What follows belongs to an exercise in optimizing a design on an open flow for small area and a short achievable clock period; a production flow would make more cautious choices. Function was checked by simulation only, so behaviour that the tests miss may differ from the original.

sierra:
Design FP_div, start of the top module:
module FP_div(FP_A, FP_B, clk, ce, FP_Z);
   parameter K = 5;
   input  [31:0] FP_A;
   input  [31:0] FP_B;
   input         clk;
   input         ce;
   output [31:0] FP_Z;
   reg    [31:0] FP_Z;
   wire [7:0] ea = FP_A[30:23];
   wire [7:0] eb = FP_B[30:23];
   wire fa_z = (FP_A[22:0] == 23'd0);
   wire fb_z = (FP_B[22:0] == 23'd0);
   wire nan1  = (&ea & ~fa_z) | (&eb & ~fb_z);
   wire inf1  = (&ea) | (&eb) | (eb == 8'd0);
   wire zero1 = (ea == 8'd0) & fa_z;
   wire hi = (FP_A[22:0] >= FP_B[22:0]);
   wire [8:0] en = {1'b0, ea} - {1'b0, eb} + 9'd126 + {8'd0, hi};
   wire ovf = (en[8:7] == 2'b10) | (en == 9'd255);
   wire unf = (en[8:7] == 2'b11) | (en[7:0] == 8'd0);
   wire [1:0] cls1 = nan1 ? 2'd3 : (inf1 | ovf) ? 2'd2 : (zero1 | unf) ? 2'd1 : 2'd0;
   wire [26:0] s1 [0:K];
   wire [26:0] c1 [0:K];
   wire [K-1:0] p2_1, p1_1, n1_1, n2_1;
   assign s1[0] = hi ? {3'b000, 1'b1, FP_A[22:0]} : {2'b00, 1'b1, FP_A[22:0], 1'b0};
   assign c1[0] = 27'd0;
   genvar i;
   generate
      for (i = 0; i < K; i = i + 1) begin : st1
         a_s row(.s_in(s1[i]), .c_in(c1[i]), .y(FP_B[22:0]),
                 .s_out(s1[i+1]), .c_out(c1[i+1]),
                 .qp2(p2_1[K-1-i]), .qp1(p1_1[K-1-i]), .qn1(n1_1[K-1-i]), .qn2(n2_1[K-1-i]));
      end
   endgenerate
   reg [26:0]  s_r, c_r;
   reg [22:0]  y_r;
   reg [K-1:0] p2_r, p1_r, n1_r, n2_r;
   reg [1:0]   cls_r;
   reg         sign_r;
   reg [7:0]   exp_r;
   always @(posedge clk) begin
      if (ce) begin
         s_r <= s1[K];
         c_r <= c1[K];
         y_r <= FP_B[22:0];
         p2_r <= p2_1;
         p1_r <= p1_1;
         n1_r <= n1_1;
         n2_r <= n2_1;
         cls_r <= cls1;
         sign_r <= FP_A[31] ^ FP_B[31];
         exp_r <= en[7:0];
      end
   end
   wire [26:0] s2 [0:13-K];
   wire [26:0] c2 [0:13-K];
   wire [12-K:0] p2_2, p1_2, n1_2, n2_2;
   assign s2[0] = s_r;
   assign c2[0] = c_r;
   generate
      for (i = 0; i < 13 - K; i = i + 1) begin : st2
         a_s row(.s_in(s2[i]), .c_in(c2[i]), .y(y_r),
                 .s_out(s2[i+1]), .c_out(c2[i+1]),
                 .qp2(p2_2[12-K-i]), .qp1(p1_2[12-K-i]), .qn1(n1_2[12-K-i]), .qn2(n2_2[12-K-i]));
      end
   endgenerate
   wire [12:0] p2 = {p2_r, p2_2}, p1 = {p1_r, p1_2}, n1 = {n1_r, n1_2}, n2 = {n2_r, n2_2};
   wire [25:0] qp, qn;
   generate
  ...
export LEC_CHECK = 0
export ABC_AREA = 1
export CAP_MARGIN = 20
export CORE_MARGIN = 2
export CORE_UTILIZATION = 45
export PLACE_DENSITY = 0.6
export SLEW_MARGIN = 20
create_clock -name core_clock -period 80.0 [get_ports {clk}]
run.sh (not shown) runs the stock make flow with config.mk's settings and CLKGATE_MAP_FILE= SYNTH_SCRIPT=/design/flow/synth_recipe.tcl, a recipe that flattens the netlist after the stock synthesis.
Changes in yarrow relative to sierra:
# sierra
export LEC_CHECK = 0
export ABC_AREA = 1
export CAP_MARGIN = 20
export CORE_MARGIN = 2
export CORE_UTILIZATION = 45
export PLACE_DENSITY = 0.6
export SLEW_MARGIN = 20
create_clock -name core_clock -period 80.0 [get_ports {clk}]
# yarrow
export LEC_CHECK = 0
export ABC_AREA = 1
export CAP_MARGIN = 60
export CORE_MARGIN = 2
export CORE_UTILIZATION = 45
export PLACE_DENSITY = 0.6
export SLEW_MARGIN = 60
create_clock -name core_clock -period 80.0 [get_ports {clk}]
Notes after the runs:
Higher average via count per standard cell was reported by sierra, not yarrow.
Area of the multi-input gates (yarrow over sierra): increase, 180 um^2
yarrow vs. sierra: least setup slack across all paths after layout grew by 1.80 ns, initial antenna violation count shrank by 1, detailed route wirelength on metal2 grew by 1.4%, buffer and inverter count on the worst path grew by 5.
Relative to sierra, placed cell count has increased by about 0.46% in yarrow.
Input-level comparison between cedar and yarrow:
# yarrow
export LEC_CHECK = 0
export ABC_AREA = 1
export CAP_MARGIN = 60
export CORE_MARGIN = 2
export CORE_UTILIZATION = 45
export PLACE_DENSITY = 0.6
export SLEW_MARGIN = 60
create_clock -name core_clock -period 80.0 [get_ports {clk}]
# cedar
export LEC_CHECK = 0
export ABC_AREA = 1
export CAP_MARGIN = 20
export CORE_MARGIN = 2
export CORE_UTILIZATION = 60
export PLACE_DENSITY = 0.75
export SLEW_MARGIN = 20
create_clock -name core_clock -period 80.0 [get_ports {clk}]
[summary]
cedar was carried through to the last stage, and its layout satisfied the timing, design-rule and antenna checks.
Between yarrow and cedar, the cell count went down.
Looking at non-clock buffer count, cedar sits below yarrow.
From yarrow to cedar the numbers moved as follows: transition at the pin with the smallest max-transition slack increased by 0.47 ns relative to the old numbers; total setup buffers inserted after CTS now sits at about the same level.
When cedar is measured against yarrow, its clock period minus worst slack turns out 3.00 ns higher.
In cedar the final estimated routing congestion in global placement turned out 8.6% higher than in yarrow.
Core utilization: cedar higher than yarrow
Going from yarrow to cedar, setup slack decreased by 3.00 ns relative to the old numbers, final standard cell area without fillers saw a decrease.


job 5461:
FP_div, a different RTL version from the one above (not shown whole).
Size in the first run: about 6,300 cells after synthesis, about 120 flip-flops, ~98 I/O pins, about 37,000 sq um of cells after synthesis.
export LEC_CHECK = 0
export ABC_AREA = 1
export CAP_MARGIN = 20
export CORE_MARGIN = 2
export CORE_UTILIZATION = 45
export PLACE_DENSITY = 0.6
export SLEW_MARGIN = 20
create_clock -name core_clock -period 80.0 [get_ports {clk}]
standard.sh (not shown) runs the stock make flow with config.mk's settings and CLKGATE_MAP_FILE= SYNTH_SCRIPT=/design/flow/synth_recipe.tcl, a recipe that flattens the netlist after the stock synthesis.
==> flow/flow/run.sh <==
#!/bin/bash
# The standard layout, except that synthesis does not extract full and half
# adders into the library's adder cells (ADDER_MAP_FILE empty): the adder
# cells are slow, and they cut the logic into pieces that ABC maps one by one,
# so ABC can not see the real critical paths.  Everything else, including the
# synthesis script, is the standard flow's own.  make's output goes to standard.log; the
# ORFS tools keep their own logs under orfs/logs.
set -euo pipefail
bash standard.sh ADDER_MAP_FILE= finish > standard.log 2>&1
#### Input delta (job 8780 over job 5461)
- SLEW_MARGIN now 85, was 20
- CAP_MARGIN now 85, was 20
[summary]
- Sequential portion of the cell area, job 5461 and job 8780: smaller value in job 8780
- [job 8780 vs job 5461] critical path data arrival time: higher in job 8780
- Maximum frequency from static timing analysis: job 8780 < job 5461
- From job 5461 to job 8780, count of hold buffers inserted by post-cts repair did not move at all.
- Lower total routed wirelength was reported by job 5461, not job 8780.
- Job 5461 has lower time the final worst path needs with I/O delays and setup than job 8780.

==> re-timing with driven ports <==
How much do the figures lean on ideal ports? The routed layouts below were timed once more, with nothing changed but the port constraints. Step 1 assumes that a clkbuf_16 drives the clock port and a buf_2 every other input. Step 2 times the ports against the registers' clock, not the clock port: input delays grow and output delays shrink by t, the midpoint of the rising clock arrivals with the driver on. Three values: no drivers, after step 1, after step 2; two values: the first two.
| run | t, ns | slack for setup (ns) | slew at the worst register clock pin (ns) |
|---|---|---|---|
| sierra | 0.489 | 42.119 / 42.151 / 41.662 | 0.07 / 0.07 |
| yarrow | 0.479 | 43.917 / 43.940 / 43.461 | 0.07 / 0.07 |
| cedar | 0.477 | 40.917 / 40.946 / 40.469 | 0.08 / 0.08 |
| job 5461 | 0.475 | 54.431 / 54.462 / 53.987 | 0.06 / 0.06 |
| job 8780 | 0.475 | 54.139 / 54.170 / 53.696 | 0.07 / 0.07 |
After both steps setup and hold are still met in every run listed. For sierra, which loses most, drivers alone change the setup slack by +0.032 ns; drivers and shift together by -0.457 ns.
